This is an optimization exercise on Yosys and OpenROAD, whose aim is small area and a short achievable clock period, not a production implementation.
Function was checked by simulation only, so behaviour that the tests miss may differ from the original.
The clock cells of runs 2 to 5 come from the design's own scripts or RTL, not from TritonCTS.
The flow treats the clock pin as an ideal source. Dropping or thinning the clock tree relies on that and would not hold on a real chip.
No activity file was given, so power comes from the tool's default toggle rates.

[flow/run.sh]
#!/bin/bash
# Layout flow: the standard flow (standard.sh), with
#  - the smallest buffer (buf_1) as the port buffers,
#  - CTS without dummy loads and with larger sink clusters.
# Each tool's output goes to the ORFS logs under orfs/logs; make's to standard.log.
set -e
cat >> config.mk <<'EOC'
export BUFFER_PORTS_ARGS = -buffer_cell sky130_fd_sc_hd__buf_1
export CTS_ARGS = -sink_clustering_enable -repair_clock_nets -dont_use_dummy_load -sink_clustering_size 25 -sink_clustering_max_diameter 150
EOC
bash standard.sh > standard.log 2>&1
[standard.sh]
#!/bin/bash
# synth_recipe.tcl (not shown) runs the flow's synth.tcl, then flattens the netlist and writes it again
# the make line also repeats each setting of config.mk as NAME=value (left out here)
make -C /OpenROAD-flow-scripts/flow DESIGN_CONFIG=/design/flow/config.mk WORK_HOME=/design/flow/orfs CLKGATE_MAP_FILE= SYNTH_SCRIPT=/design/flow/synth_recipe.tcl "${@:-finish}"
[config.mk]
export PLATFORM = sky130hd
export DESIGN_NAME = sort_top
export DESIGN_NICKNAME = sort_top
export VERILOG_FILES = /design/flow/design.v
export SDC_FILE = /design/flow/constraint.sdc
export NUM_CORES = 4
export LEC_CHECK = 0
export CAP_MARGIN = 20
export CORE_MARGIN = 2
export CORE_UTILIZATION = 40
export SLEW_MARGIN = 20
export SYNTH_HIERARCHICAL = 1
export SYNTH_MINIMUM_KEEP_SIZE = 0
export BUFFER_PORTS_ARGS = -buffer_cell sky130_fd_sc_hd__buf_1
export CTS_ARGS = -sink_clustering_enable -repair_clock_nets -dont_use_dummy_load -sink_clustering_size 25 -sink_clustering_max_diameter 150
[constraint.sdc]
create_clock -name core_clock -period 44.0 [get_ports {clk}]
set_input_delay 8.8000 -clock core_clock [delete_from_list [all_inputs] [get_ports {clk}]]
set_output_delay 8.8000 -clock core_clock [all_outputs]
set_load 0.01 [all_outputs]
[design.v]
module sort_top (
  input             clk,
  input      [31:0] a, b, c, d, e, f,
  output reg [31:0] m, n, o, p, q, r
);
  reg  [31:0] a_q, b_q, c_q, d_q, e_q, f_q;
  wire [31:0] m_w, n_w, o_w, p_w, q_w, r_w;
  always @(posedge clk) begin
    a_q <= a; b_q <= b; c_q <= c; d_q <= d; e_q <= e; f_q <= f;
    m <= m_w; n <= n_w; o <= o_w; p <= p_w; q <= q_w; r <= r_w;
  end
  sort u_sort (
    .a(a_q), .b(b_q), .c(c_q), .d(d_q), .e(e_q), .f(f_q),
    .m(m_w), .n(n_w), .o(o_w), .p(p_w), .q(q_w), .r(r_w)
  );
endmodule

module sort(
  input  [31:0] a, b, c, d, e, f,
  output [31:0] m, n, o, p, q, r);
  wire [31:0] x [0:5];
  assign x[0] = a; assign x[1] = b; assign x[2] = c;
  assign x[3] = d; assign x[4] = e; assign x[5] = f;
  localparam [31:0] INV_U = 32'hbaebaebb;
  wire [31:0] nx [0:5];
  genvar gi, gj, gk;
  generate
    for (gi = 0; gi < 6; gi = gi + 1) begin : g_inv
      assign nx[gi] = ~x[gi];
    end
  endgenerate
  wire [5:0] lt [0:5];
  generate
    for (gi = 0; gi < 6; gi = gi + 1) begin : g_row
      for (gj = 0; gj < 6; gj = gj + 1) begin : g_col
        if (gj > gi) begin : g_cmp
          sort_lt32 u_lt (.u(x[gi]), .v(x[gj]),
                          .n((nx[gi] & INV_U) | (nx[gj] & ~INV_U)),
                          .lt(lt[gi][gj]));
        end else begin : g_no
          assign lt[gi][gj] = 1'b0;
        end
      end
    end
  endgenerate
  reg [5:0] ahead [0:5];
  reg [5:0] sel [0:5];    
  reg [2:0] pos;
  integer i, j, k;
  always @(*) begin
    for (i = 0; i < 6; i = i + 1) ahead[i] = 6'd0;
    for (i = 0; i < 6; i = i + 1)
      for (j = i + 1; j < 6; j = j + 1) begin
        ahead[i][j] = lt[i][j];
        ahead[j][i] = ~lt[i][j];
      end
    for (k = 0; k < 6; k = k + 1) sel[k] = 6'd0;
    for (i = 0; i < 6; i = i + 1) begin
      pos = 3'd0;
      for (j = 0; j < 6; j = j + 1)
        pos = pos + ahead[i][j];
      for (k = 0; k < 6; k = k + 1)
        sel[k][i] = (pos == k);
    end
  end
  wire [31:0] y [0:5];
  generate
    for (gk = 0; gk < 6; gk = gk + 1) begin : g_out
      for (gi = 0; gi < 32; gi = gi + 1) begin : g_bit
        sort_pick6 u_pick (.s(sel[gk]),
          .x({x[5][gi], x[4][gi], x[3][gi], x[2][gi], x[1][gi], x[0][gi]}),
          .y(y[gk][gi]));
      end
    end
  endgenerate
  assign m = y[0]; assign n = y[1]; assign o = y[2];
  assign p = y[3]; assign q = y[4]; assign r = y[5];
endmodule
module sort_lt32(input [31:0] u, v, n, output lt);
  wire [32:0] bw;
  sort_nand2 u_b0 (.a(n[0]), .b(v[0]), .y(bw[1]));
  wire gn1, pn1;
  sort_nor2  u_g1 (.a(n[1]), .b(v[1]), .y(pn1));
  sort_nand2 u_p1 (.a(n[1]), .b(v[1]), .y(gn1));
  sort_oai21 u_b1 (.a1(pn1), .a2(bw[1]), .b1(gn1), .y(bw[2]));
  wire g2, p2;
  sort_nor2  u_g2 (.a(u[2]), .b(n[2]), .y(g2));
  sort_nand2 u_p2 (.a(u[2]), .b(n[2]), .y(p2));
  sort_oai21 u_b2 (.a1(g2), .a2(bw[2]), .b1(p2), .y(bw[3]));
  wire gn3, pn3;
  sort_nor2  u_g3 (.a(n[3]), .b(v[3]), .y(pn3));
  sort_nand2 u_p3 (.a(n[3]), .b(v[3]), .y(gn3));
  sort_oai21 u_b3 (.a1(pn3), .a2(bw[3]), .b1(gn3), .y(bw[4]));
  sort_aoi222 u_b4 (.a1(n[4]), .a2(v[4]), .b1(n[4]), .b2(bw[4]), .c1(v[4]), .c2(bw[4]), .y(bw[5]));
  wire gn5, pn5;
  sort_nor2  u_g5 (.a(n[5]), .b(v[5]), .y(pn5));
  sort_nand2 u_p5 (.a(n[5]), .b(v[5]), .y(gn5));
  sort_oai21 u_b5 (.a1(pn5), .a2(bw[5]), .b1(gn5), .y(bw[6]));
  wire g6, p6;
  sort_nor2  u_g6 (.a(u[6]), .b(n[6]), .y(g6));
  sort_nand2 u_p6 (.a(u[6]), .b(n[6]), .y(p6));
  sort_oai21 u_b6 (.a1(g6), .a2(bw[6]), .b1(p6), .y(bw[7]));
  wire gn7, pn7;
  sort_nor2  u_g7 (.a(n[7]), .b(v[7]), .y(pn7));
  sort_nand2 u_p7 (.a(n[7]), .b(v[7]), .y(gn7));
  sort_oai21 u_b7 (.a1(pn7), .a2(bw[7]), .b1(gn7), .y(bw[8]));
  wire g8, p8;
  sort_nor2  u_g8 (.a(u[8]), .b(n[8]), .y(g8));
  sort_nand2 u_p8 (.a(u[8]), .b(n[8]), .y(p8));
  sort_oai21 u_b8 (.a1(g8), .a2(bw[8]), .b1(p8), .y(bw[9]));
  wire gn9, pn9;
  sort_nor2  u_g9 (.a(n[9]), .b(v[9]), .y(pn9));
  sort_nand2 u_p9 (.a(n[9]), .b(v[9]), .y(gn9));
  sort_oai21 u_b9 (.a1(pn9), .a2(bw[9]), .b1(gn9), .y(bw[10]));
  sort_aoi222 u_b10 (.a1(n[10]), .a2(v[10]), .b1(n[10]), .b2(bw[10]), .c1(v[10]), .c2(bw[10]), .y(bw[11]));
  wire gn11, pn11;
  sort_nor2  u_g11 (.a(n[11]), .b(v[11]), .y(pn11));
  sort_nand2 u_p11 (.a(n[11]), .b(v[11]), .y(gn11));
  sort_oai21 u_b11 (.a1(pn11), .a2(bw[11]), .b1(gn11), .y(bw[12]));
  wire g12, p12;
  sort_nor2  u_g12 (.a(u[12]), .b(n[12]), .y(g12));
  sort_nand2 u_p12 (.a(u[12]), .b(n[12]), .y(p12));
  sort_oai21 u_b12 (.a1(g12), .a2(bw[12]), .b1(p12), .y(bw[13]));
  wire gn13, pn13;
  sort_nor2  u_g13 (.a(n[13]), .b(v[13]), .y(pn13));
  sort_nand2 u_p13 (.a(n[13]), .b(v[13]), .y(gn13));
  sort_oai21 u_b13 (.a1(pn13), .a2(bw[13]), .b1(gn13), .y(bw[14]));
  wire g14, p14;
  sort_nor2  u_g14 (.a(u[14]), .b(n[14]), .y(g14));
  sort_nand2 u_p14 (.a(u[14]), .b(n[14]), .y(p14));
  sort_oai21 u_b14 (.a1(g14), .a2(bw[14]), .b1(p14), .y(bw[15]));
  wire gn15, pn15;
  sort_nor2  u_g15 (.a(n[15]), .b(v[15]), .y(pn15));
  sort_nand2 u_p15 (.a(n[15]), .b(v[15]), .y(gn15));
  sort_oai21 u_b15 (.a1(pn15), .a2(bw[15]), .b1(gn15), .y(bw[16]));
  sort_aoi222 u_b16 (.a1(n[16]), .a2(v[16]), .b1(n[16]), .b2(bw[16]), .c1(v[16]), .c2(bw[16]), .y(bw[17]));
  wire gn17, pn17;
  sort_nor2  u_g17 (.a(n[17]), .b(v[17]), .y(pn17));
  sort_nand2 u_p17 (.a(n[17]), .b(v[17]), .y(gn17));
  sort_oai21 u_b17 (.a1(pn17), .a2(bw[17]), .b1(gn17), .y(bw[18]));
  wire g18, p18;
  sort_nor2  u_g18 (.a(u[18]), .b(n[18]), .y(g18));
  sort_nand2 u_p18 (.a(u[18]), .b(n[18]), .y(p18));
  sort_oai21 u_b18 (.a1(g18), .a2(bw[18]), .b1(p18), .y(bw[19]));
  wire gn19, pn19;
  sort_nor2  u_g19 (.a(n[19]), .b(v[19]), .y(pn19));
  sort_nand2 u_p19 (.a(n[19]), .b(v[19]), .y(gn19));
  sort_oai21 u_b19 (.a1(pn19), .a2(bw[19]), .b1(gn19), .y(bw[20]));
  wire g20, p20;
  sort_nor2  u_g20 (.a(u[20]), .b(n[20]), .y(g20));
  sort_nand2 u_p20 (.a(u[20]), .b(n[20]), .y(p20));
  sort_oai21 u_b20 (.a1(g20), .a2(bw[20]), .b1(p20), .y(bw[21]));
  wire gn21, pn21;
  sort_nor2  u_g21 (.a(n[21]), .b(v[21]), .y(pn21));
  sort_nand2 u_p21 (.a(n[21]), .b(v[21]), .y(gn21));
  sort_oai21 u_b21 (.a1(pn21), .a2(bw[21]), .b1(gn21), .y(bw[22]));
  sort_aoi222 u_b22 (.a1(n[22]), .a2(v[22]), .b1(n[22]), .b2(bw[22]), .c1(v[22]), .c2(bw[22]), .y(bw[23]));
  wire gn23, pn23;
  sort_nor2  u_g23 (.a(n[23]), .b(v[23]), .y(pn23));
  sort_nand2 u_p23 (.a(n[23]), .b(v[23]), .y(gn23));
  sort_oai21 u_b23 (.a1(pn23), .a2(bw[23]), .b1(gn23), .y(bw[24]));
  wire g24, p24;
  sort_nor2  u_g24 (.a(u[24]), .b(n[24]), .y(g24));
  sort_nand2 u_p24 (.a(u[24]), .b(n[24]), .y(p24));
  sort_oai21 u_b24 (.a1(g24), .a2(bw[24]), .b1(p24), .y(bw[25]));
  wire gn25, pn25;
  sort_nor2  u_g25 (.a(n[25]), .b(v[25]), .y(pn25));
  sort_nand2 u_p25 (.a(n[25]), .b(v[25]), .y(gn25));
  sort_oai21 u_b25 (.a1(pn25), .a2(bw[25]), .b1(gn25), .y(bw[26]));
  wire g26, p26;
  sort_nor2  u_g26 (.a(u[26]), .b(n[26]), .y(g26));
  sort_nand2 u_p26 (.a(u[26]), .b(n[26]), .y(p26));
  sort_oai21 u_b26 (.a1(g26), .a2(bw[26]), .b1(p26), .y(bw[27]));
  wire gn27, pn27;
  sort_nor2  u_g27 (.a(n[27]), .b(v[27]), .y(pn27));
  sort_nand2 u_p27 (.a(n[27]), .b(v[27]), .y(gn27));
  sort_oai21 u_b27 (.a1(pn27), .a2(bw[27]), .b1(gn27), .y(bw[28]));
  sort_aoi222 u_b28 (.a1(n[28]), .a2(v[28]), .b1(n[28]), .b2(bw[28]), .c1(v[28]), .c2(bw[28]), .y(bw[29]));
  wire gn29, pn29;
  sort_nor2  u_g29 (.a(n[29]), .b(v[29]), .y(pn29));
  sort_nand2 u_p29 (.a(n[29]), .b(v[29]), .y(gn29));
  sort_oai21 u_b29 (.a1(pn29), .a2(bw[29]), .b1(gn29), .y(bw[30]));
  wire g30, p30;
  sort_nor2  u_g30 (.a(u[30]), .b(n[30]), .y(g30));
  sort_nand2 u_p30 (.a(u[30]), .b(n[30]), .y(p30));
  sort_oai21 u_b30 (.a1(g30), .a2(bw[30]), .b1(p30), .y(bw[31]));
  wire gn31, pn31;
  sort_nor2  u_g31 (.a(n[31]), .b(v[31]), .y(pn31));
  sort_nand2 u_p31 (.a(n[31]), .b(v[31]), .y(gn31));
  sort_oai21 u_b31 (.a1(pn31), .a2(bw[31]), .b1(gn31), .y(bw[32]));
  assign lt = bw[32];
endmodule
module sort_pick6(input [5:0] s, input [5:0] x, output y);
  wire lo_n, hi_n;
  sort_aoi222 u_lo (.a1(s[0]), .a2(x[0]), .b1(s[1]), .b2(x[1]), .c1(s[2]), .c2(x[2]), .y(lo_n));
  sort_aoi222 u_hi (.a1(s[3]), .a2(x[3]), .b1(s[4]), .b2(x[4]), .c1(s[5]), .c2(x[5]), .y(hi_n));
  sort_nand2 u_or (.a(lo_n), .b(hi_n), .y(y));
endmodule
module sort_aoi222(input a1, a2, b1, b2, c1, c2, output y);
  assign y = ~((a1 & a2) | (b1 & b2) | (c1 & c2));
endmodule
module sort_oai21(input a1, a2, b1, output y);
  assign y = ~((a1 | a2) & b1);
endmodule
module sort_nand2(input a, b, output y);
  assign y = ~(a & b);
endmodule
module sort_nor2(input a, b, output y);
  assign y = ~(a | b);
endmodule
==> results.py, run 1 <==
metrics = {
    "sta": {
        "tightest_slew_ps": 1370,
        "finalSetupTns_ps": 0,
        "rsz0062_at_grt": "false",
        "slew_headroom_pct": 8.93,
        "period_minus_slack_ps": 10040,
        "setup_viol": 0,
        "period_share_pct": 22.8,
        "finalClockSkew_ps": 59.8,
        "clock.fmax_mhz": 99.6,
        "maxSlewViolCount": 0,
        "timing_hold_violations_final": 0,
    },
    "placed_design": {
        "hpwl_mm": 59.8,
        "gp_congestion": 0.923,
        "port_buffers": 384,
        "dpl_cell_area_um2": 22000,
    },
    "pwr": {
        "p_sw_share_pct": 46.8,
        "power_frac_comb_pct": 51.1,
        "power.switching_w": 0.000679,
        "p_seq_share_pct": 36.0,
        "clkPwrFrac_pct": 12.9,
        "peakVddDrop_uv": 40.6,
        "power.density_nw_per_um2": 64.7,
        "internal_power_w": 0.000772,
        "p_leak_nw": 9.42,
    },
    "die": {
        "start_util_pct": 40.5,
        "die_h_um": 224,
        "die_w_um": 224,
        "dieArea_um2": 50000,
        "fp-row-count": 80,
        "io_pins": 385,
        "core_um2": 47600,
    },
    "clock_network": {
        "root_buffer": "clkbuf_16",
        "numCtsBuffers": 19,
        "hold_buffers": 0,
        "cts.path.max_buffers": 3,
        "cts_sinks": 384,
        "ctsResizeCount": 0,
        "h-tree-depth": 1,
        "cts_setup_buffers": 0,
        "cts_tree": "done",
        "clk_latency_ps": 570,
        "clkTransAtPathRegs_ps": 100,
    },
    "synth": {
        "seq_area_frac_synth_pct": 39.9,
        "synth_top_family_by_area": "compound AO/OA/AOI/OAI gates",
        "synth_compound_gate_area_share_pct": 34.0,
        "synth_xor_xnor_area_share_pct": 0,
        "postSynthAreaPerCell_um2": 7.85,
        "yosys.area_share.simple_pct": 20.7,
        "synth_mux_area_share_pct": 0,
        "synth-seq-cells": 384,
        "syn_inst": 2457,
        "synth_top_cells_by_area": "dfxtp_1, a222oi_1, nand2_1, o21ai_1, nor2_1",
        "syn_area_um2": 19300,
        "synthDistinctLibCells": 12,
        "synth_warnings": 12,
        "synthDominantCellAreaShare_pct": 39.9,
        "syn-num-nets": 2674,
        "synth_fa_ha_area_share_pct": 2.03,
        "synth_top_cell_by_area": "dfxtp_1",
    },
    "global_routing": {
        "antenna_found_initial": 0,
        "grt_pass1_vias": 20790,
        "track_usage_pct": 34.7,
        "grt_overflow": 0,
        "grt_max_degree": 33,
        "grt_pass1_wl_mm": 132,
    },
    "routing": {
        "drcViolationCount": 0,
        "routed-via-count": 23004,
        "routed_wl_mm": 91.7,
        "antenna_left": 0,
        "vias_per_cell": 6.54,
        "wl_per_cell_um": 26.1,
        "dr.pass1.iters": 22,
        "drt_iter0_markers": 6239,
    },
    "setup_path": {
        "criticalPathCategory": "reg -> out",
        "end_kind": "output port",
        "max_stage_delay_ps": 480,
        "path_max_fanout": 1,
        "path_cells": "buf_1",
        "start_kind": "flop",
        "cp_top_family": "flip-flops",
        "cp_slowest_cell": "dfxtp_1",
        "worst-path-buf-inv": 1,
        "required_ps": 35200,
        "arrival_ps": 1240,
    },
    "finish": {
        "fin_util_pct": 47.1,
        "drive_gt1_share_pct": 3.24,
        "finalInstanceArea_um2": 22400,
        "final_nets": 3119,
        "area_growth_pct": 16.5,
    },
    "hold_path": {
        "hp-class": "reg -> reg",
    },
    "run": {
        "drv_cap": 0,
    },
    "run_status": {
        "status": "complete, no violations",
    },
}
path summary, 6_finish.rpt:
path	start	end	slack (ps)	depth (start not counted)
worst max-delay path	o[3]	o[3]	33960	1
worst min-delay path	a_q[4]	n[4]	690	2
worst max register to register	d_q[1]	q[3]	34420	41
worst min register to register	a_q[4]	n[4]	690	2
placed cells by master, fill, tap and decap left out, types with 5 or more instances in the layout:
cell       count
a222oi_1     459
buf_1        384
inv_1        177
nor3_2         6
nand2_1      597
ha_1          12
nor3b_2       10
nor3b_4        8
and3b_2        6
and3b_4        5
fa_1          12
o21ai_1      390
dfxtp_1      384
clkbuf_16     19
buf_4         40
nor2_1       390
synthesized netlist by cell type:
cell type and n:
ha_1 12, nor3b_1 18, dfxtp_1 384, fa_1 12
inv_1 177, and3b_1 1, nor3_1 6, nand2_1 597
and3b_2 11, o21ai_1 390, a222oi_1 459, nor2_1 390
power groups by stage:
stage | logic (W) | registers (W) | clock network (W)
3_3_place_gp | 0.000701 | 0.000525 | 0
5_1_grt | 0.000768 | 0.000532 | 0.000202
2_1_floorplan | 0.000337 | 0.000556 | 0
3_5_place_dp | 0.000701 | 0.000528 | 0
4_1_cts | 0.000704 | 0.000521 | 0.000191
6_report | 0.000742 | 0.000522 | 0.000187
Yosys stat by module, one instance, submodules excluded, a selection:
| module | copies in the design | flip-flops and latches | cells inside |
|---|---|---|---|
| sort_oai21 | 390 | 0 | 1 |
| sort | 1 | 0 | 237 |
| sort_aoi222 | 459 | 0 | 1 |
| sort_nor2 | 390 | 0 | 1 |
| sort_top | 1 | 384 | 384 |
| sort_nand2 | 597 | 0 | 1 |
stage by stage:
step           setup slack [ps]  power, W  instances  hold slack, ps
5_1_grt                   33860   0.00150       3515             701
3_3_place_gp              34610   0.00123       3496             635
3_5_place_dp              34620   0.00123       3496             643
6_report                  33960   0.00145       3516             688
4_1_cts                   34000   0.00142       3515             669
2_1_floorplan             34870  0.000893       2457             570
routing by layer:
metal / vias to the layer above / track usage (%) / share of wire (%)
met3: 315 / 8.68 / 13
met2: 1828 / 54.6 / 44
met5: - / 0 / 0
met4: 0 / 15.1 / 5.1
li1: 10366 / - / -
met1: 10495 / 45.1 / 38
tightest hold or removal path, stage by stage, from the launching register on:
cell and delay, ps:
dfxtp_1 470, a222oi_1 140, nand2_1 80
flip-flops by register name, indices dropped and copies added (netlist names):
name  cells
a_q      32
b_q      32
c_q      32
d_q      32
e_q      32
f_q      32
m        32
n        32
o        32
p        32
q        32
r        32
cells by family (layout without fill, tap and decap cells):
| kind of cell | Yosys count | count (layout) |
|---|---|---|
| buf+inv | 177 | 620 |
| flops | 384 | 384 |
| fa+ha+maj | 24 | 24 |
| compound gates | 849 | 849 |
| other cells | 0 | 1 |
| simple gates | 1023 | 1023 |
layout make-up:
cell class              count  area [um2]
diodes                      1        2.50
clock buffers              19         475
fillers                  4747       25200
inverters                 177         664
multi-input cells        1896       11100
flip-flops and latches    384        7690
well taps                 615         769
repair buffers            424        1740
==> run 2, diff against run 1 <==
==> flow/run.sh (replaced) <==
#!/bin/bash
# Layout flow: the standard flow (standard.sh) with two changes:
#  - the port buffers are the smallest buffer, buf_1;
#  - the clock tree is a two-level tree of clkbuf_16 built by flow/cts_hook.tcl
#    (run as ORFS's PRE_CTS hook) instead of TritonCTS.
# ORFS writes each tool's log under orfs/logs/; make's output goes to standard.log.
set -e
HERE=$(pwd)
cat >> config.mk <<EOC
export BUFFER_PORTS_ARGS = -buffer_cell sky130_fd_sc_hd__buf_1
export PRE_CTS_TCL = $HERE/flow/cts_hook.tcl
EOC
bash standard.sh > standard.log 2>&1
==> flow/clock_tree.tcl (new file) <==
# Two-level clock tree built by hand, in place of TritonCTS.
# The clock port drives NROOT root buffers; each root buffer drives a group of
# leaf buffers; each leaf buffer drives a cluster of flip-flops. Clusters come
# from k-means on the flip-flops' placed positions, so every flip-flop sees
# the same two buffer stages.
proc ct_kmeans {pts k iters} {
  # pts: list of {x y}; returns list of cluster index per point
  set n [llength $pts]
  set sorted [lsort -real -index 0 $pts]
  set cents {}
  for {set i 0} {$i < $k} {incr i} {
    lappend cents [lindex $sorted [expr {int(($i + 0.5) * $n / $k)}]]
  }
  set asg {}
  for {set it 0} {$it < $iters} {incr it} {
    set asg {}
    foreach p $pts {
      set best 0; set bd 1e30; set ci 0
      foreach c $cents {
        set d [expr {abs([lindex $p 0] - [lindex $c 0]) + abs([lindex $p 1] - [lindex $c 1])}]
        if {$d < $bd} { set bd $d; set best $ci }
        incr ci
      }
      lappend asg $best
    }
    set sx [lrepeat $k 0.0]; set sy [lrepeat $k 0.0]; set sn [lrepeat $k 0]
    foreach p $pts a $asg {
      lset sx $a [expr {[lindex $sx $a] + [lindex $p 0]}]
      lset sy $a [expr {[lindex $sy $a] + [lindex $p 1]}]
      lset sn $a [expr {[lindex $sn $a] + 1}]
    }
    set nc {}
    for {set i 0} {$i < $k} {incr i} {
      if {[lindex $sn $i] > 0} {
        lappend nc [list [expr {[lindex $sx $i] / [lindex $sn $i]}] [expr {[lindex $sy $i] / [lindex $sn $i]}]]
      } else { lappend nc [lindex $cents $i] }
    }
    set cents $nc
  }
  return [list $asg $cents]
}

# Assign each point to the nearest centre that still has room (at most cap
# points per centre), most constrained points first.
proc ct_balance {pts cents cap} {
  set k [llength $cents]
  set order {}
  set i 0
  foreach p $pts {
    set ds {}
    foreach c $cents {
      lappend ds [expr {abs([lindex $p 0] - [lindex $c 0]) + abs([lindex $p 1] - [lindex $c 1])}]
    }
    set s [lsort -real $ds]
    lappend order [list $i [expr {[lindex $s 1] - [lindex $s 0]}] $ds]
    incr i
  }
  set asg [lrepeat [llength $pts] 0]
  set cnt [lrepeat $k 0]
  foreach e [lsort -real -decreasing -index 1 $order] {
    lassign $e i regret ds
    set best -1; set bd 1e30
    for {set c 0} {$c < $k} {incr c} {
      if {[lindex $cnt $c] < $cap && [lindex $ds $c] < $bd} { set bd [lindex $ds $c]; set best $c }
    }
    lset asg $i $best
    lset cnt $best [expr {[lindex $cnt $best] + 1}]
  }
  return $asg
}

proc ct_build {nleaf nroot rootcell leafcell} {
  set db [ord::get_db]
  set block [ord::get_db_block]
  set clknet [$block findNet clk]
  set sinks {}
  set pts {}
  foreach it [$clknet getITerms] {
    lappend sinks $it
    set inst [$it getInst]
    set bb [$inst getBBox]
    lappend pts [list [expr {([$bb xMin] + [$bb xMax]) / 2.0}] [expr {([$bb yMin] + [$bb yMax]) / 2.0}]]
  }
  puts "clock_tree: [llength $sinks] sinks"
  lassign [ct_kmeans $pts $nleaf 30] asg cents
  set asg [ct_balance $pts $cents [expr {int(ceil(1.15 * [llength $pts] / $nleaf))}]]
  # move each leaf to the centroid of the flip-flops it ended up with
  set sx [lrepeat $nleaf 0.0]; set sy [lrepeat $nleaf 0.0]; set sn [lrepeat $nleaf 0]
  foreach p $pts a $asg {
    lset sx $a [expr {[lindex $sx $a] + [lindex $p 0]}]
    lset sy $a [expr {[lindex $sy $a] + [lindex $p 1]}]
    lset sn $a [expr {[lindex $sn $a] + 1}]
  }
  set cents {}
  for {set i 0} {$i < $nleaf} {incr i} {
    lappend cents [list [expr {[lindex $sx $i] / max(1, [lindex $sn $i])}] [expr {[lindex $sy $i] / max(1, [lindex $sn $i])}]]
  }
  lassign [ct_kmeans $cents $nroot 30] rasg rcents
  set rm [$db findMaster $rootcell]
  set lm [$db findMaster $leafcell]
  set roots {}
  for {set r 0} {$r < $nroot} {incr r} {
    set inst [odb::dbInst_create $block $rm "ctree_root_$r"]
    set c [lindex $rcents $r]
    $inst setLocation [expr {int([lindex $c 0])}] [expr {int([lindex $c 1])}]
    $inst setPlacementStatus PLACED
    set net [odb::dbNet_create $block "ctree_rnet_$r"]
    $net setSigType CLOCK
    [$inst findITerm A] connect $clknet
    [$inst findITerm X] connect $net
    lappend roots $net
  }
  set leaves {}
  for {set l 0} {$l < $nleaf} {incr l} {
    set inst [odb::dbInst_create $block $lm "ctree_leaf_$l"]
    set c [lindex $cents $l]
    $inst setLocation [expr {int([lindex $c 0])}] [expr {int([lindex $c 1])}]
    $inst setPlacementStatus PLACED
    set net [odb::dbNet_create $block "ctree_lnet_$l"]
    $net setSigType CLOCK
    [$inst findITerm A] connect [lindex $roots [lindex $rasg $l]]
    [$inst findITerm X] connect $net
    lappend leaves $net
  }
  foreach it $sinks a $asg {
    $it disconnect
    $it connect [lindex $leaves $a]
  }
  set counts [lrepeat $nleaf 0]
  foreach a $asg { lset counts $a [expr {[lindex $counts $a] + 1}] }
  puts "clock_tree: $nroot roots, $nleaf leaves, flops per leaf: $counts"
}
==> flow/cts_hook.tcl (new file) <==
# PRE_CTS hook: build a two-level clock tree by hand (clock_tree.tcl) and
# skip TritonCTS. The clock port drives 4 root clkbuf_16, each driving a
# group of the 20 leaf clkbuf_16; each leaf drives a balanced cluster of
# flip-flops. Every flip-flop's clock goes through exactly two buffers.
source [file join [file dirname [info script]] clock_tree.tcl]
ct_build 20 4 sky130_fd_sc_hd__clkbuf_16 sky130_fd_sc_hd__clkbuf_16
set_propagated_clock [all_clocks]
proc clock_tree_synthesis {args} {
  puts "clock_tree_synthesis skipped: the clock tree was built by cts_hook.tcl"
}
--- a/config.mk
+++ b/config.mk
@@ -14,2 +14,2 @@
 export BUFFER_PORTS_ARGS = -buffer_cell sky130_fd_sc_hd__buf_1
-export CTS_ARGS = -sink_clustering_enable -repair_clock_nets -dont_use_dummy_load -sink_clustering_size 25 -sink_clustering_max_diameter 150
+export PRE_CTS_TCL = /design/flow/flow/cts_hook.tcl
==> run 2 against run 1 <==
Effect of this change:
- still clean on timing, DRC and antenna
- via count barely moved
- global-route usage fell by 0.42 points
- synthesized cell count did not move
- worst hold slack got worse by 23 ps
- critical path type unchanged
==> results.py, run 2 <==
metrics = {
    "run_status": {
        "status": "complete, no violations",
    },
    "global_routing": {
        "grt_pass1_vias": 20837,
        "grt_max_degree": 33,
        "grt_pass1_wl_mm": 131,
        "grt_overflow": 0,
        "track_usage_pct": 34.2,
        "antenna_found_initial": 0,
    },
    "placed_design": {
        "port_buffers": 384,
        "hpwl_mm": 59.8,
        "gp_congestion": 0.923,
    },
    "setup_path": {
        "max_stage_delay_ps": 460,
        "worst-path-buf-inv": 1,
        "path_cells": "buf_1",
        "required_ps": 35200,
        "arrival_ps": 970,
        "rr_worst_depth": 41,
        "crit_start": "o[3]",
        "start_kind": "flop",
        "cp_top_family": "flip-flops",
        "end_kind": "output port",
        "path_max_fanout": 1,
        "timing.rr.end": "q[3]",
        "cp.depth": 1,
        "reg2reg_slack_ps": 34360,
        "timing.rr.start": "b_q[1]",
        "cp_slowest_cell": "dfxtp_1",
        "criticalPathCategory": "reg -> out",
    },
    "routing": {
        "drcViolationCount": 0,
        "drt_iter0_markers": 6045,
        "wl_per_cell_um": 25.9,
        "dr.pass1.iters": 19,
        "antenna_left": 0,
        "routed-via-count": 23012,
        "routed_wl_mm": 91.2,
        "vias_per_cell": 6.54,
    },
    "finish": {
        "drive_gt1_share_pct": 3.41,
        "antenna_cells": 0,
        "area_growth_pct": 17.1,
        "final_common_cell": "nand2_1",
        "layout_common_cells": "nand2_1, a222oi_1, o21ai_1, nor2_1",
        "fin_util_pct": 47.4,
        "final_nets": 3124,
    },
    "die": {
        "fp-row-count": 80,
        "core_um2": 47600,
        "start_util_pct": 40.5,
        "io_pins": 385,
        "die_w_um": 224,
        "die_h_um": 224,
        "dieArea_um2": 50000,
    },
    "sta": {
        "finalSetupTns_ps": 0,
        "finalClockSkew_ps": 36.8,
        "slew_headroom_pct": 11.6,
        "period_share_pct": 22.2,
        "maxSlewViolCount": 0,
        "clock.fmax_mhz": 102,
        "tightest_slew_ps": 1330,
        "whs_ps": 665,
        "setup_viol": 0,
        "timing_hold_violations_final": 0,
        "rsz0062_at_grt": "false",
        "period_minus_slack_ps": 9770,
    },
    "synth": {
        "synth_compound_gate_area_share_pct": 34.0,
        "synth-seq-cells": 384,
        "synthDistinctLibCells": 12,
        "postSynthAreaPerCell_um2": 7.85,
        "synth-edff-count": 0,
        "synth_top_cells_by_area": "dfxtp_1, a222oi_1, nand2_1, o21ai_1, nor2_1",
        "yosys.area_share.simple_pct": 20.7,
        "synthDominantCellAreaShare_pct": 39.9,
        "yosysMostFrequentCell": "nand2_1",
        "syn-num-nets": 2674,
        "synth_warnings": 12,
        "synth_fa_ha_area_share_pct": 2.03,
        "synth_mux_area_share_pct": 0,
        "async_reset_ff_share_pct": 0,
        "synth_xor_xnor_area_share_pct": 0,
        "synth_top_family_by_area": "compound AO/OA/AOI/OAI gates",
        "seq_area_frac_synth_pct": 39.9,
        "syn_area_um2": 19300,
        "synth_top_cell_by_area": "dfxtp_1",
        "synth_ff_type": "dfxtp_1",
        "synth_commonest_cells": "nand2_1, a222oi_1, nor2_1, o21ai_1, dfxtp_1",
        "syn_inst": 2457,
    },
    "pwr": {
        "p_leak_nw": 9.48,
        "peakVddDrop_uv": 36.6,
        "finalPower_w": 0.00147,
        "power.density_nw_per_um2": 64.9,
    },
    "hold_path": {
        "min_to": "n[14]",
        "hp-class": "reg -> reg",
        "worstHoldStart": "f_q[14]",
        "hold_depth": 2,
    },
    "clock_network": {
        "ctsResizeCount": 0,
        "clkTransAtPathRegs_ps": 90,
        "hold_buffers": 0,
        "clk_latency_ps": 340,
        "cts_setup_buffers": 0,
    },
    "run": {
        "drv_cap": 0,
    },
}
run 2: layer usage:
| metal | wire length, um | vias to the layer above | part of all wire (%) | global-route usage [%] |
|---|---|---|---|---|
| met5 | 0 | - | 0 | 0 |
| met4 | 4390 | 0 | 4.8 | 13.9 |
| met3 | 12300 | 307 | 13 | 8.09 |
| met2 | 39900 | 1805 | 44 | 54.3 |
| met1 | 34600 | 10522 | 38 | 44.9 |
| li1 | - | 10378 | - | - |
run 2: cell type report:
cell class / count / area (um2)
plain buffers: 24 / 601
fillers: 4731 / 25100
inverters: 177 / 664
multi-input cells: 1896 / 11100
flip-flops and latches: 384 / 7690
well taps: 615 / 769
repair buffers: 424 / 1740
run 2: worst max-delay path by stage:
stage               endpoint
floorplan               m[0]
global placement        o[3]
finish                  o[3]
CTS                     o[3]
detailed placement      o[3]
global route            q[3]
run 2: modules after synthesis, one instance, submodules excluded, excerpt:
module / area (um2) / cells inside / flip-flops and latches / copies in the design
sort: 1340 / 237 / 0 / 1
sort_aoi222: 10.0 / 1 / 0 / 459
sort_nand2: 3.75 / 1 / 0 / 597
sort_nor2: 3.75 / 1 / 0 / 390
sort_oai21: 5.00 / 1 / 0 / 390
sort_top: 7690 / 384 / 384 / 1
run 2: kinds of logic (layout without fill, tap and decap cells):
group / after synthesis / after routing
fa+ha+maj: 24 / 24
flops: 384 / 384
simple gates: 1023 / 1023
compound gates: 849 / 849
buf+inv: 177 / 625
run 2: power by group:
part / internal, W / switching (W) / total [W]
clock: 0.0000977 / 0.000106 / 0.000204
combinational: 0.000240 / 0.000499 / 0.000739
sequential: 0.000455 / 0.0000670 / 0.000522
run 2: metrics by stage:
stage / setup slack [ps] / area (um2) / std cells
global placement: 34610 / 22000 / 3496
floorplan: 34870 / 19300 / 2457
detailed placement: 34620 / 22000 / 3496
finish: 34230 / 22600 / 3520
global route: 33930 / 22600 / 3520
CTS: 34270 / 22600 / 3520
run 2: tightest hold or removal path, cell delays in order (launching register included):
cell and delay, ps:
dfxtp_1 460, a222oi_1 130, nand2_1 70
==> run 3, diff against run 2 <==
==> flow/run.sh (replaced) <==
#!/bin/bash
# Layout flow: the standard flow (standard.sh) with three changes:
#  - the port buffers are the smallest buffer, buf_1;
#  - before detailed placement, each output flip-flop and its port buffer are
#    moved next to their port (flow/place_io_flops.tcl, ORFS's PRE_DETAIL_PLACE
#    hook); detailed placement then legalizes them;
#  - the clock tree is a two-level tree of clkbuf_16 built by flow/cts_hook.tcl
#    (ORFS's PRE_CTS hook) instead of TritonCTS.
# ORFS writes each tool's log under orfs/logs/; make's output goes to standard.log.
set -e
HERE=$(pwd)
cat >> config.mk <<EOC
export BUFFER_PORTS_ARGS = -buffer_cell sky130_fd_sc_hd__buf_1
export PRE_DETAIL_PLACE_TCL = $HERE/flow/place_io_flops.tcl
export PRE_CTS_TCL = $HERE/flow/cts_hook.tcl
EOC
bash standard.sh > standard.log 2>&1
==> flow/place_io_flops.tcl (new file) <==
# Put each output port's buffer at the port, just inside the core, and the
# flip-flop that drives it right next to the buffer, so that the path from
# the flip-flop to the port is short. Detailed placement then legalizes.
proc io_flops_place {} {
  set block [ord::get_db_block]
  set core [$block getCoreArea]
  set cx0 [$core xMin]; set cy0 [$core yMin]; set cx1 [$core xMax]; set cy1 [$core yMax]
  set n 0
  foreach bterm [$block getBTerms] {
    if {[$bterm getIoType] != "OUTPUT"} { continue }
    set net [$bterm getNet]
    set buf ""
    foreach it [$net getITerms] { if {[$it isOutputSignal]} { set buf [$it getInst] } }
    if {$buf == ""} { continue }
    set ff ""
    foreach it [$buf getITerms] {
      if {[$it isInputSignal]} {
        foreach it2 [[$it getNet] getITerms] { if {[$it2 isOutputSignal]} { set ff [$it2 getInst] } }
      }
    }
    if {$ff == "" || ![[$ff getMaster] isSequential]} { continue }
    set bb [$bterm getBBox]
    set px [expr {([$bb xMin] + [$bb xMax]) / 2}]
    set py [expr {([$bb yMin] + [$bb yMax]) / 2}]
    set bw [[$buf getMaster] getWidth]
    set fw [[$ff getMaster] getWidth]
    # clamp the port into the core; step inwards from the edge it sits on
    set x [expr {min(max($px, $cx0), $cx1 - $bw - $fw)}]
    set y [expr {min(max($py, $cy0), $cy1 - 2720)}]
    if {$px <= $cx0} {
      $buf setLocation $cx0 $y; $ff setLocation [expr {$cx0 + $bw}] $y
    } elseif {$px >= $cx1} {
      $buf setLocation [expr {$cx1 - $bw}] $y; $ff setLocation [expr {$cx1 - $bw - $fw}] $y
    } elseif {$py <= $cy0} {
      $buf setLocation $x $cy0; $ff setLocation [expr {$x + $bw}] $cy0
    } else {
      $buf setLocation $x [expr {$cy1 - 2720}]; $ff setLocation [expr {$x + $bw}] [expr {$cy1 - 2720}]
    }
    incr n
  }
  puts "io_flops_place: moved $n output flip-flops and buffers"
}
io_flops_place
--- a/config.mk
+++ b/config.mk
@@ -14,2 +14,3 @@
 export BUFFER_PORTS_ARGS = -buffer_cell sky130_fd_sc_hd__buf_1
+export PRE_DETAIL_PLACE_TCL = /design/flow/flow/place_io_flops.tcl
 export PRE_CTS_TCL = /design/flow/flow/cts_hook.tcl
==> run 3 against run 2 <==
Effect of this change:
- register-to-register slack lost 40 ps
- sequential share of layout area is the same
- via count grew 1.3%
- synthesized cell count is the same
- global-route usage grew 0.89 points
- utilization is the same
- final cell count is the same
- clock skew grew 24 ps
- combinational power grew 3.7%
- fmax grew 0.91%
- sequential power shrank 1%
- largest cell class unchanged
- highest routed layer is now met5
==> results.py, run 3 <==
metrics = {
    "run_status": {
        "status": "complete, no violations",
    },
    "setup_path": {
        "start_kind": "flop",
        "cp_slowest_cell": "nor3b_4",
        "arrival_ps": 9940,
        "criticalPathCategory": "reg -> reg",
        "critPathMostFrequentCell": "o21ai_1",
        "rr_worst_depth": 41,
        "reg2reg_slack_ps": 34320,
        "path_max_fanout": 20,
        "timing.rr.start": "a_q[1]",
        "max_stage_delay_ps": 840,
        "required_ps": 44260,
        "end_kind": "flop",
        "timing.rr.end": "q[3]",
    },
    "finish": {
        "finalInstanceArea_um2": 22600,
        "area_growth_pct": 17.1,
        "antenna_cells": 0,
        "drive_gt1_share_pct": 3.41,
        "layout_common_cells": "nand2_1, a222oi_1, o21ai_1, nor2_1",
        "final_common_cell": "nand2_1",
        "fin_util_pct": 47.4,
        "final_nets": 3124,
        "final_cells": 3520,
        "multi_input_area_um2": 11100,
        "fill_cells": 4663,
        "seqCellArea_um2": 7690,
    },
    "synth": {
        "synth-seq-cells": 384,
        "yosys.area_share.simple_pct": 20.7,
        "synth_xor_xnor_area_share_pct": 0,
        "syn_inst": 2457,
        "syn-num-nets": 2674,
        "synth_mux_area_share_pct": 0,
        "synth_top_cells_by_area": "dfxtp_1, a222oi_1, nand2_1, o21ai_1, nor2_1",
        "synthDistinctLibCells": 12,
        "synth_warnings": 12,
        "synth_fa_ha_area_share_pct": 2.03,
        "async_reset_ff_share_pct": 0,
        "synth_ff_type": "dfxtp_1",
        "seq_area_frac_synth_pct": 39.9,
        "synth_commonest_cells": "nand2_1, a222oi_1, nor2_1, o21ai_1, dfxtp_1",
        "synth-edff-count": 0,
        "synth_top_family_by_area": "compound AO/OA/AOI/OAI gates",
        "synthDominantCellAreaShare_pct": 39.9,
        "synth_compound_gate_area_share_pct": 34.0,
        "postSynthAreaPerCell_um2": 7.85,
        "syn_area_um2": 19300,
        "yosysMostFrequentCell": "nand2_1",
        "synth_top_cell_by_area": "dfxtp_1",
    },
    "die": {
        "dieArea_um2": 50000,
        "core_um2": 47600,
        "die_w_um": 224,
        "io_pins": 385,
        "start_util_pct": 40.5,
        "die_h_um": 224,
        "fp-row-count": 80,
    },
    "sta": {
        "slew_headroom_pct": 13.0,
        "finalSetupTns_ps": 0,
        "clock.fmax_mhz": 103,
        "finalClockSkew_ps": 61.0,
        "timing_hold_violations_final": 0,
        "tightest_slew_ps": 1310,
        "period_minus_slack_ps": 9680,
        "maxSlewViolCount": 0,
        "setup_viol": 0,
        "period_share_pct": 22.0,
        "whs_ps": 678,
        "rsz0062_at_grt": "false",
    },
    "pwr": {
        "clkPwrFrac_pct": 14.5,
        "p_seq_share_pct": 34.4,
        "power.switching_w": 0.000706,
        "p_leak_nw": 9.48,
        "power_frac_comb_pct": 51.1,
        "internal_power_w": 0.000793,
        "power.density_nw_per_um2": 66.4,
        "peakVddDrop_uv": 43.0,
        "p_sw_share_pct": 47.1,
    },
    "clock_network": {
        "clk_latency_ps": 370,
        "cts_setup_buffers": 0,
        "ctsResizeCount": 0,
        "hold_buffers": 0,
        "clkTransAtPathRegs_ps": 110,
    },
    "run": {
        "drv_cap": 0,
    },
    "routing": {
        "antenna_left": 0,
        "vias_per_cell": 6.62,
        "drcViolationCount": 0,
        "wl_per_cell_um": 26.6,
        "routed_wl_mm": 93.6,
        "drt_iter0_markers": 6420,
        "routed-via-count": 23310,
        "dr.pass1.iters": 20,
    },
    "global_routing": {
        "grt_max_degree": 33,
        "track_usage_pct": 35.1,
        "grt_pass1_wl_mm": 134,
        "grt_overflow": 0,
        "antenna_found_initial": 5,
        "grt_pass1_vias": 20987,
    },
    "hold_path": {
        "hold_depth": 2,
        "hp-class": "reg -> reg",
        "min_to": "r[20]",
        "worstHoldStart": "f_q[20]",
    },
    "placed_design": {
        "dpl_cell_area_um2": 22000,
        "gp_congestion": 0.923,
        "port_buffers": 384,
        "place_inst": 3496,
        "hpwl_mm": 60.3,
    },
}
==> run 3: area by class of cell <==
cell class	count	area share [%]
multi-input combinational	1896	49.2
sequential	384	34.1
timing repair buffer	424	7.72
tap	615	3.41
inverter	177	2.94
buffer	24	2.66
==> run 3: cell families after synthesis <==
| kind of cell | count (synthesis) |
|---|---|
| DFF | 384 |
| buffers and inverters | 177 |
| and+or+nand+nor | 1023 |
| adders and majority gates | 24 |
| AOI/OAI and AO/OA | 849 |
==> run 3: modules after synthesis (local to each module, per instance), a selection <==
module | flip-flops and latches | cells | area, um2 | copies in the design
sort_nor2 | 0 | 1 | 3.75 | 390
sort_top | 384 | 384 | 7690 | 1
sort_oai21 | 0 | 1 | 5.00 | 390
sort_aoi222 | 0 | 1 | 10.0 | 459
sort | 0 | 237 | 1340 | 1
sort_nand2 | 0 | 1 | 3.75 | 597
==> run 3: routing by layer <==
layer / track usage [%] / share of wire (%) / vias up
met1: 44.7 / 37 / 10596
li1: - / - / 10376
met2: 56.1 / 44 / 1937
met4: 16.9 / 6.1 / 4
met3: 8.37 / 13 / 397
met5: 0 / 0.026 / -
==> run 3: worst max-delay path, delay by kind of cell, from the launching register on <==
family	cells	cell delay [ps]
buf+inv	3	900
fa+ha+maj	3	1240
compound gates	32	5700
simple gates	3	1220
flops	1	470
==> run 3: worst max path at each step <==
stage	startpoint	endpoint	slack, ps	cells past startpoint
after floorplan	m[0]	m[0]	34870	0
after global placement	o[3]	o[3]	34610	1
after global routing	c_q[1]	o[19]	33910	40
final	a_q[1]	q[3]	34320	41
after detailed placement	n[4]	n[4]	34730	1
after CTS	q[22]	q[22]	34330	1
==> run 3: metrics by stage <==
stage	setup slack [ps]	power (W)
2_1_floorplan	34870	0.000893
3_5_place_dp	34730	0.00124
5_1_grt	33910	0.00154
4_1_cts	34330	0.00146
6_report	34320	0.00150
3_3_place_gp	34610	0.00123
==> run 3: power by group through the flow <==
stage / registers, W / logic [W] / clock network (W)
after floorplan: 0.000556 / 0.000337 / 0
after global placement: 0.000525 / 0.000701 / 0
after detailed placement: 0.000520 / 0.000722 / 0
after CTS: 0.000514 / 0.000726 / 0.000220
after global routing: 0.000525 / 0.000788 / 0.000227
final: 0.000516 / 0.000766 / 0.000218
==> run 4, diff against run 3 <==
--- a/design.v
+++ b/design.v
@@ -65,2 +65,10 @@
   end
+  wire [5:0] seld [0:5];
+  generate
+    for (gk = 0; gk < 6; gk = gk + 1) begin : g_sd
+      for (gi = 0; gi < 6; gi = gi + 1) begin : g_si
+        sort_inv u_sd (.a(~sel[gk][gi]), .y(seld[gk][gi]));
+      end
+    end
+  endgenerate
   wire [31:0] y [0:5];
@@ -69,3 +77,3 @@
       for (gi = 0; gi < 32; gi = gi + 1) begin : g_bit
-        sort_pick6 u_pick (.s(sel[gk]),
+        sort_pick6 u_pick (.s(seld[gk]),
           .x({x[5][gi], x[4][gi], x[3][gi], x[2][gi], x[1][gi], x[0][gi]}),
@@ -207,2 +215,5 @@
 endmodule
+module sort_inv(input a, output y);
+  assign y = ~a;
+endmodule
 module sort_nor2(input a, b, output y);
==> run 4 against run 3 <==
Effect of this change:
- still clean on timing, DRC and antenna
- sequential power hardly changed
- utilization is 0.91 points lower
- sequential share of layout area is 0.52 points higher
- register-to-register slack better by 100 ps
- synthesized cell count is 1.5% higher
- synthesized area is 0.71% higher
- combinational power is 6.0% lower
- routed wire length is 5.3% lower
- critical endpoint is now p[9]
- largest power group unchanged
==> results.py, run 4 <==
metrics = {
    "run_status": {
        "status": "complete, no violations",
    },
    "setup_path": {
        "arrival_ps": 860,
        "rr_worst_depth": 41,
        "timing.rr.end": "q[3]",
        "required_ps": 35200,
        "timing.rr.start": "a_q[1]",
        "cp.depth": 1,
        "worst-path-buf-inv": 1,
        "end_kind": "output port",
        "cp-endpoint": "p[9]",
        "cp_slowest_cell": "dfxtp_1",
        "criticalPathCategory": "reg -> out",
        "reg2reg_slack_ps": 34420,
        "start_kind": "flop",
        "path_max_fanout": 1,
        "max_stage_delay_ps": 330,
        "cp_top_family": "flip-flops",
        "crit_start": "p[9]",
        "path_cells": "buf_1",
    },
    "global_routing": {
        "grt_overflow": 0,
        "grt_max_degree": 33,
        "track_usage_pct": 32.7,
        "grt_pass1_vias": 20891,
        "grt_pass1_wl_mm": 127,
        "antenna_found_initial": 2,
    },
    "sta": {
        "setup_viol": 0,
        "period_minus_slack_ps": 9660,
        "tightest_slew_ps": 1230,
        "finalSetupTns_ps": 0,
        "maxSlewViolCount": 0,
        "slew_headroom_pct": 17.6,
        "clock.fmax_mhz": 103,
        "timing_hold_violations_final": 0,
        "whs_ps": 671,
        "finalClockSkew_ps": 55.6,
        "rsz0062_at_grt": "false",
        "period_share_pct": 22.0,
    },
    "routing": {
        "dr.pass1.iters": 17,
        "routed-via-count": 23115,
        "drcViolationCount": 0,
        "wl_per_cell_um": 25.2,
        "routed_wl_mm": 88.6,
        "vias_per_cell": 6.57,
        "drt_iter0_markers": 6315,
        "antenna_left": 0,
    },
    "die": {
        "core_um2": 47800,
        "die_w_um": 224,
        "io_pins": 385,
        "die_h_um": 224,
        "start_util_pct": 40.6,
        "dieArea_um2": 50300,
        "fp-row-count": 80,
    },
    "synth": {
        "yosysMostFrequentCell": "nand2_1",
        "syn_area_um2": 19400,
        "synth_top_cells_by_area": "dfxtp_1, a222oi_1, nand2_1, o21ai_1, nor2_1",
        "synth_warnings": 12,
        "synthDistinctLibCells": 11,
        "synth_commonest_cells": "nand2_1, a222oi_1, nor2_1, o21ai_1, dfxtp_1",
        "synth_top_cell_by_area": "dfxtp_1",
        "postSynthAreaPerCell_um2": 7.79,
        "async_reset_ff_share_pct": 0,
        "synthDominantCellAreaShare_pct": 39.6,
        "synth-seq-cells": 384,
        "seq_area_frac_synth_pct": 39.6,
        "syn_inst": 2493,
        "synth-edff-count": 0,
        "synth_ff_type": "dfxtp_1",
        "syn-num-nets": 2710,
    },
    "finish": {
        "drive_gt1_share_pct": 2.07,
        "layout_common_cells": "nand2_1, a222oi_1, o21ai_1, nor2_1",
        "final_common_cell": "nand2_1",
        "area_growth_pct": 14.5,
        "final_nets": 3120,
    },
    "pwr": {
        "peakVddDrop_uv": 48.2,
        "power.density_nw_per_um2": 64.5,
        "p_leak_nw": 9.43,
    },
    "placed_design": {
        "gp_congestion": 0.893,
        "port_buffers": 384,
        "hpwl_mm": 53.6,
    },
    "hold_path": {
        "hp-class": "reg -> reg",
    },
    "clock_network": {
        "hold_buffers": 0,
        "clkTransAtPathRegs_ps": 80,
        "clk_latency_ps": 350,
        "ctsResizeCount": 0,
        "cts_setup_buffers": 0,
    },
    "run": {
        "drv_cap": 0,
    },
}
## run 4: how the worst min path moves through the flow
stage | startpoint | end | slack [ps] | cells past startpoint
finish | f_q[2] | r[2] | 670 | 2
global route | f_q[2] | r[2] | 710 | 2
CTS | f_q[2] | r[2] | 650 | 2
detailed placement | f_q[2] | r[2] | 630 | 2
global placement | f_q[2] | m[2] | 640 | 2
floorplan | f_q[12] | m[12] | 570 | 2
## run 4: cell families (layout without fill, tap and decap cells)
logic type      Yosys count  count (layout)  synth area share [%]
simple gates           1023            1023                  20.6
compound gates          849             849                  33.7
flops                   384             384                  39.6
buf+inv                 213             621                  4.12
fa+ha+maj                24              24                  2.01
other cells               0               3                     0
## run 4: layout make-up
class                           instances  area [um2]
Antenna cell                            3        7.51
Tap cell                              615         769
Multi-Input combinational cell       1896       10900
Buffer                                 24         601
Timing Repair Buffer                  384        1440
Sequential cell                       384        7690
Fill cell                            4669       25600
Inverter                              213         800
## run 4: layer usage
metal	up-vias	share of wire, %	wire length [um]	global-route usage [%]
li1	10383	-	-	-
met1	10501	39	34400	43.5
met2	1881	43	37800	50.7
met3	350	14	12200	7.89
met4	0	4.8	4240	13.8
met5	-	0	0	0
## run 4: stage by stage
step / power (W) / util (%) / cells / instance area (um2) / setup slack (ps)
floorplan: 0.000890 / - / 2493 / 19400 / 34870
global placement: 0.00119 / 45.2 / 3492 / 21600 / 34690
detailed placement: 0.00120 / 45.2 / 3492 / 21600 / 34720
CTS: 0.00140 / 46.5 / 3516 / 22200 / 34340
global route: 0.00148 / 46.5 / 3516 / 22200 / 33980
finish: 0.00143 / 46.5 / 3519 / 22200 / 34340
## run 4: power breakdown
group | internal (W) | switching [W] | total [W]
Clock | 0.0000974 | 0.000102 | 0.000199
Combinational | 0.000216 | 0.000504 | 0.000720
Sequential | 0.000455 | 0.0000595 | 0.000515
Total | 0.000769 | 0.000665 | 0.00143
## run 4: Yosys stat by module, one instance, submodules excluded, excerpt
module,flops+latches,times used
sort_inv,0,36
sort_nor2,0,390
sort,0,1
sort_aoi222,0,459
sort_oai21,0,390
sort_top,384,1
sort_nand2,0,597
==> run 5, diff against run 4 <==
--- a/design.v
+++ b/design.v
@@ -23,3 +23,3 @@
   assign x[3] = d; assign x[4] = e; assign x[5] = f;
-  localparam [31:0] INV_U = 32'hbaebaebb;
+  localparam [31:0] INV_U = 32'haaeaaeab;
   wire [31:0] nx [0:5];
@@ -101,3 +101,6 @@
   sort_oai21 u_b3 (.a1(pn3), .a2(bw[3]), .b1(gn3), .y(bw[4]));
-  sort_aoi222 u_b4 (.a1(n[4]), .a2(v[4]), .b1(n[4]), .b2(bw[4]), .c1(v[4]), .c2(bw[4]), .y(bw[5]));
+  wire g4, p4;
+  sort_nor2  u_g4 (.a(u[4]), .b(n[4]), .y(g4));
+  sort_nand2 u_p4 (.a(u[4]), .b(n[4]), .y(p4));
+  sort_oai21 u_b4 (.a1(g4), .a2(bw[4]), .b1(p4), .y(bw[5]));
   wire gn5, pn5;
@@ -143,3 +146,6 @@
   sort_oai21 u_b15 (.a1(pn15), .a2(bw[15]), .b1(gn15), .y(bw[16]));
-  sort_aoi222 u_b16 (.a1(n[16]), .a2(v[16]), .b1(n[16]), .b2(bw[16]), .c1(v[16]), .c2(bw[16]), .y(bw[17]));
+  wire g16, p16;
+  sort_nor2  u_g16 (.a(u[16]), .b(n[16]), .y(g16));
+  sort_nand2 u_p16 (.a(u[16]), .b(n[16]), .y(p16));
+  sort_oai21 u_b16 (.a1(g16), .a2(bw[16]), .b1(p16), .y(bw[17]));
   wire gn17, pn17;
@@ -185,3 +191,6 @@
   sort_oai21 u_b27 (.a1(pn27), .a2(bw[27]), .b1(gn27), .y(bw[28]));
-  sort_aoi222 u_b28 (.a1(n[28]), .a2(v[28]), .b1(n[28]), .b2(bw[28]), .c1(v[28]), .c2(bw[28]), .y(bw[29]));
+  wire g28, p28;
+  sort_nor2  u_g28 (.a(u[28]), .b(n[28]), .y(g28));
+  sort_nand2 u_p28 (.a(u[28]), .b(n[28]), .y(p28));
+  sort_oai21 u_b28 (.a1(g28), .a2(bw[28]), .b1(p28), .y(bw[29]));
   wire gn29, pn29;
==> flow/run.sh (replaced) <==
#!/bin/bash
# Layout flow: the standard flow (standard.sh) with these changes:
#  - the port buffers are the smallest buffer, buf_1;
#  - before global placement, the inverters that drive the mux selects
#    (fanout 32) are set to inv_2 (flow/size_fanout.tcl, ORFS's
#    PRE_GLOBAL_PLACE hook), so placement's slew repair need not buffer them;
#  - before detailed placement, each output flip-flop and its port buffer are
#    moved next to their port (flow/place_io_flops.tcl, PRE_DETAIL_PLACE
#    hook); detailed placement then legalizes them;
#  - the clock tree is a two-level buffer tree built by flow/cts_hook.tcl
#    (PRE_CTS hook) instead of TritonCTS.
# ORFS writes each tool's log under orfs/logs/; make's output goes to standard.log.
set -e
HERE=$(pwd)
cat >> config.mk <<EOC
export BUFFER_PORTS_ARGS = -buffer_cell sky130_fd_sc_hd__buf_1
export PRE_GLOBAL_PLACE_TCL = $HERE/flow/size_fanout.tcl
export PRE_DETAIL_PLACE_TCL = $HERE/flow/place_io_flops.tcl
export PRE_CTS_TCL = $HERE/flow/cts_hook.tcl
EOC
bash standard.sh > standard.log 2>&1
--- a/flow/clock_tree.tcl
+++ b/flow/clock_tree.tcl
@@ -132 +132,47 @@
 }
+
+# Undo ct_build: flip-flops back on the clock net, tree buffers and nets removed.
+proc ct_teardown {} {
+  set block [ord::get_db_block]
+  set clknet [$block findNet clk]
+  foreach inst [$block getInsts] {
+    if {![string match "ctree_leaf_*" [$inst getName]]} { continue }
+    set net [[$inst findITerm X] getNet]
+    foreach it [$net getITerms] {
+      if {[$it getInst] != $inst} { $it disconnect; $it connect $clknet }
+    }
+  }
+  foreach inst [$block getInsts] {
+    if {[string match "ctree_*" [$inst getName]]} { odb::dbInst_destroy $inst }
+  }
+  foreach net [$block getNets] {
+    if {[string match "ctree_*" [$net getName]]} { odb::dbNet_destroy $net }
+  }
+}
+
+proc ct_max_clk_slew {} {
+  estimate_parasitics -placement
+  set mx 0
+  foreach p [get_pins -hierarchical */CLK] {
+    set s [get_property $p slew_max]
+    if {$s > $mx} { set mx $s }
+  }
+  return $mx
+}
+
+# Try tree shapes in order; keep the first whose worst flip-flop clock slew,
+# estimated from placement, is at most limit (ns). The last one is kept anyway.
+proc ct_build_best {configs limit} {
+  set n [llength $configs]
+  set i 0
+  foreach cfg $configs {
+    incr i
+    lassign $cfg nleaf nroot rootcell leafcell
+    ct_build $nleaf $nroot $rootcell $leafcell
+    set_propagated_clock [all_clocks]
+    set s [ct_max_clk_slew]
+    puts "clock_tree: $cfg: worst clock slew [format %.4f $s] ns"
+    if {$s <= $limit || $i == $n} { return }
+    ct_teardown
+  }
+}
==> flow/cts_hook.tcl (replaced) <==
# PRE_CTS hook: build a two-level clock tree by hand (clock_tree.tcl) and
# skip TritonCTS. The clock port drives 4 root clkbuf_16, each driving a
# group of leaf buffers; each leaf drives a balanced cluster of flip-flops.
# Every flip-flop's clock goes through exactly two buffers. The first tree
# shape whose worst clock slew (estimated from placement) is at most 0.1 ns
# is kept.
source [file join [file dirname [info script]] clock_tree.tcl]
ct_build_best {
  {28 4 sky130_fd_sc_hd__clkbuf_16 sky130_fd_sc_hd__clkbuf_8}
  {30 4 sky130_fd_sc_hd__clkbuf_16 sky130_fd_sc_hd__clkbuf_8}
  {26 4 sky130_fd_sc_hd__clkbuf_16 sky130_fd_sc_hd__clkbuf_8}
  {20 4 sky130_fd_sc_hd__clkbuf_16 sky130_fd_sc_hd__clkbuf_16}
  {22 4 sky130_fd_sc_hd__clkbuf_16 sky130_fd_sc_hd__clkbuf_16}
  {24 4 sky130_fd_sc_hd__clkbuf_16 sky130_fd_sc_hd__clkbuf_16}
} 0.1
set_propagated_clock [all_clocks]
proc clock_tree_synthesis {args} {
  puts "clock_tree_synthesis skipped: the clock tree was built by cts_hook.tcl"
}
==> flow/size_fanout.tcl (new file) <==
# PRE_GLOBAL_PLACE hook: give the inverters that drive the mux selects (32
# loads each) a stronger size up front, so that placement's slew repair has
# nothing left to fix on those nets.
proc size_fanout_drivers {minfanout cell} {
  set n 0
  foreach inst [get_cells *] {
    set m [get_property $inst ref_name]
    if {$m ne "sky130_fd_sc_hd__inv_1"} { continue }
    set pin [get_pins -of_objects $inst -filter "direction == output"]
    set net [get_nets -of_objects $pin]
    set fo [llength [get_pins -of_objects $net -filter "direction == input"]]
    if {$fo >= $minfanout} { replace_cell $inst $cell; incr n }
  }
  puts "size_fanout_drivers: $n inverters set to $cell"
}
size_fanout_drivers 24 sky130_fd_sc_hd__inv_2
--- a/config.mk
+++ b/config.mk
@@ -14,2 +14,3 @@
 export BUFFER_PORTS_ARGS = -buffer_cell sky130_fd_sc_hd__buf_1
+export PRE_GLOBAL_PLACE_TCL = /design/flow/flow/size_fanout.tcl
 export PRE_DETAIL_PLACE_TCL = /design/flow/flow/place_io_flops.tcl
==> run 5 against run 4 <==
Effect of this change:
- synthesized area up 0.58%
- utilization rose by 0.38 points
- synthesized cell count up 3.6%
- total power increased by 1.3%
- final area up 1.0%
- critical endpoint is now r[11]
- highest routed layer unchanged
==> results.py, run 5 <==
metrics = {
    "clock_network": {
        "clkTransAtPathRegs_ps": 100,
        "hold_buffers": 0,
        "cts_setup_buffers": 0,
        "clk_latency_ps": 360,
        "ctsResizeCount": 0,
    },
    "pwr": {
        "internal_power_w": 0.000776,
        "power.density_nw_per_um2": 64.7,
        "power.switching_w": 0.000676,
        "p_leak_nw": 9.62,
        "peakVddDrop_uv": 48.2,
        "p_sw_share_pct": 46.6,
        "power_frac_comb_pct": 49.7,
        "p_seq_share_pct": 35.4,
        "clkPwrFrac_pct": 14.8,
        "finalPower_w": 0.00145,
    },
    "routing": {
        "vias_per_cell": 6.51,
        "drcViolationCount": 0,
        "routed_wl_mm": 91.5,
        "routed-via-count": 23505,
        "wl_per_cell_um": 25.3,
        "drt_iter0_markers": 6116,
        "antenna_left": 0,
        "dr.pass1.iters": 17,
    },
    "sta": {
        "finalSetupTns_ps": 0,
        "period_minus_slack_ps": 9650,
        "setup_viol": 0,
        "finalClockSkew_ps": 55.2,
        "setup_ws_ps": 34350,
        "slew_headroom_pct": 16.8,
        "maxSlewViolCount": 0,
        "period_share_pct": 21.9,
        "clock.fmax_mhz": 104,
        "timing_hold_violations_final": 0,
        "tightest_slew_ps": 1250,
        "rsz0062_at_grt": "false",
    },
    "synth": {
        "synthDistinctLibCells": 11,
        "seq_area_frac_synth_pct": 39.4,
        "syn-num-nets": 2800,
        "syn_inst": 2583,
        "synth_top_cells_by_area": "dfxtp_1, a222oi_1, nand2_1, o21ai_1, nor2_1",
        "synthDominantCellAreaShare_pct": 39.4,
        "synth_top_cell_by_area": "dfxtp_1",
        "synth-seq-cells": 384,
        "postSynthAreaPerCell_um2": 7.56,
        "syn_area_um2": 19500,
        "yosysMostFrequentCell": "nand2_1",
        "async_reset_ff_share_pct": 0,
        "synth_ff_type": "dfxtp_1",
        "synth-edff-count": 0,
        "synth_commonest_cells": "nand2_1, nor2_1, o21ai_1, a222oi_1, dfxtp_1",
        "synth_warnings": 12,
    },
    "placed_design": {
        "pre_cts_ws_ps": 34730,
        "hpwl_mm": 54.6,
        "place_inst": 3582,
        "port_buffers": 384,
        "gp_congestion": 0.919,
    },
    "finish": {
        "final_common_cell": "nand2_1",
        "layout_common_cells": "nand2_1, o21ai_1, nor2_1",
        "final_nets": 3215,
        "final_cells": 3612,
        "fin_util_pct": 46.8,
        "area_growth_pct": 15.0,
        "drive_gt1_share_pct": 2.17,
    },
    "die": {
        "io_pins": 385,
        "die_w_um": 225,
        "die_h_um": 225,
        "fp-row-count": 80,
        "core_um2": 47900,
        "start_util_pct": 40.7,
        "dieArea_um2": 50600,
    },
    "setup_path": {
        "path_cells": "buf_1",
        "max_stage_delay_ps": 340,
        "end_kind": "output port",
        "cp.depth": 1,
        "cp_top_family": "flip-flops",
        "required_ps": 35200,
        "criticalPathCategory": "reg -> out",
        "worst-path-buf-inv": 1,
        "start_kind": "flop",
        "cp_slowest_cell": "dfxtp_1",
        "rr_worst_depth": 42,
        "path_max_fanout": 1,
        "arrival_ps": 850,
    },
    "run_status": {
        "status": "complete, no violations",
    },
    "hold_path": {
        "hold_depth": 2,
        "hp-class": "reg -> reg",
    },
    "global_routing": {
        "grt_pass1_wl_mm": 131,
        "track_usage_pct": 34.0,
        "antenna_found_initial": 5,
        "grt_max_degree": 33,
        "grt_overflow": 0,
        "grt_pass1_vias": 21013,
    },
    "run": {
        "drv_cap": 0,
    },
}
## run 5: modules after synthesis, one instance, submodules excluded, a selection
module,cells,flops+latches
sort,237,0
sort_top,384,384
sort_nor2,1,0
sort_aoi222,1,0
sort_inv,1,0
sort_nand2,1,0
sort_oai21,1,0
## run 5: final timing paths
kind	from	end	slack, ps
min reg2reg	f_q[18]	p[18]	680
min	f_q[18]	p[18]	680
max	r[11]	r[11]	34350
max reg2reg	a_q[1]	r[19]	34910
## run 5: cells by family (layout without fill, tap and decap cells)
kind of cell | after synthesis | in the layout | share of synthesized area [%]
flops | 384 | 384 | 39.4
fa+ha+maj | 24 | 24 | 2.00
buf+inv | 213 | 626 | 4.09
other cells | 0 | 1 | 0
compound gates | 849 | 849 | 32.4
simple gates | 1113 | 1113 | 22.2
## run 5: power by group through the flow
stage	Clock [W]	Combinational, W	Sequential, W
3_3_place_gp	0	0.000670	0.000516
4_1_cts	0.000219	0.000682	0.000514
2_1_floorplan	0	0.000332	0.000555
6_report	0.000215	0.000723	0.000515
5_1_grt	0.000230	0.000745	0.000525
3_5_place_dp	0	0.000679	0.000519
## run 5: metrics by stage
step / area, um2 / hold WS (ps)
3_5_place_dp: 21700 / 653
6_report: 22500 / 677
2_1_floorplan: 19500 / 570
5_1_grt: 22500 / 682
3_3_place_gp: 21700 / 643
4_1_cts: 22400 / 651
## run 5: cell type report
cell class,instances,area (um2)
well taps,615,769
multi-input cells,1986,11000
inverters,213,803
diodes,1,2.50
plain buffers,26,651
fillers,4690,25500
repair buffers,387,1510
flip-flops and latches,384,7690
## run 5: worst min-delay path, delay by kind of cell (launching register included)
family | cells | cell delay, ps
simple gates | 1 | 90
compound gates | 1 | 140
flops | 1 | 450
## run 5: per-layer routing
layer / share of wire (%) / track usage [%]
met5: 0 / 0
met4: 4.9 / 13.0
met3: 14 / 9.27
met2: 43 / 53.0
met1: 38 / 44.7

what the ideal ports hide:
No port has a modelled driver above. Below, the same layouts with a new extraction and two added sets of constraints.
Step 1 sets driving cells, clkbuf_16 on the clock port and buf_2 on the other inputs (assumed; they add their load-dependent delay and slew).
Step 2 adds t to the input delays and takes it off the output delays; t is the mean of the earliest and latest rising clock arrival at the registers after step 1. Input paths then give back, and output paths get back, about the clock's delay inside the block.
Three values: no drivers, after step 1, after step 2; two values: the first two.
| run | shift t [ns] | setup WS [ns] | hold slack, ns | slew at the worst register clock pin (ns) | pins driven straight from the clock port |
|---|---|---|---|---|---|
| run 1 | 0.604 | 33.960 / 33.901 / 34.417 | 0.688 / 0.688 / 0.688 | 0.11 / 0.11 | 1 |
| run 2 | 0.452 | 34.232 / 34.099 / 34.358 | 0.665 / 0.665 / 0.665 | 0.09 / 0.09 | 4 |
| run 3 | 0.486 | 34.320 / 34.182 / 34.320 | 0.678 / 0.678 / 0.678 | 0.11 / 0.11 | 4 |
| run 4 | 0.453 | 34.337 / 34.202 / 34.418 | 0.671 / 0.671 / 0.671 | 0.09 / 0.09 | 4 |
| run 5 | 0.490 | 34.345 / 34.192 / 34.682 | 0.677 / 0.677 / 0.677 | 0.10 / 0.10 | 4 |
After both steps setup and hold are still met in every run listed.
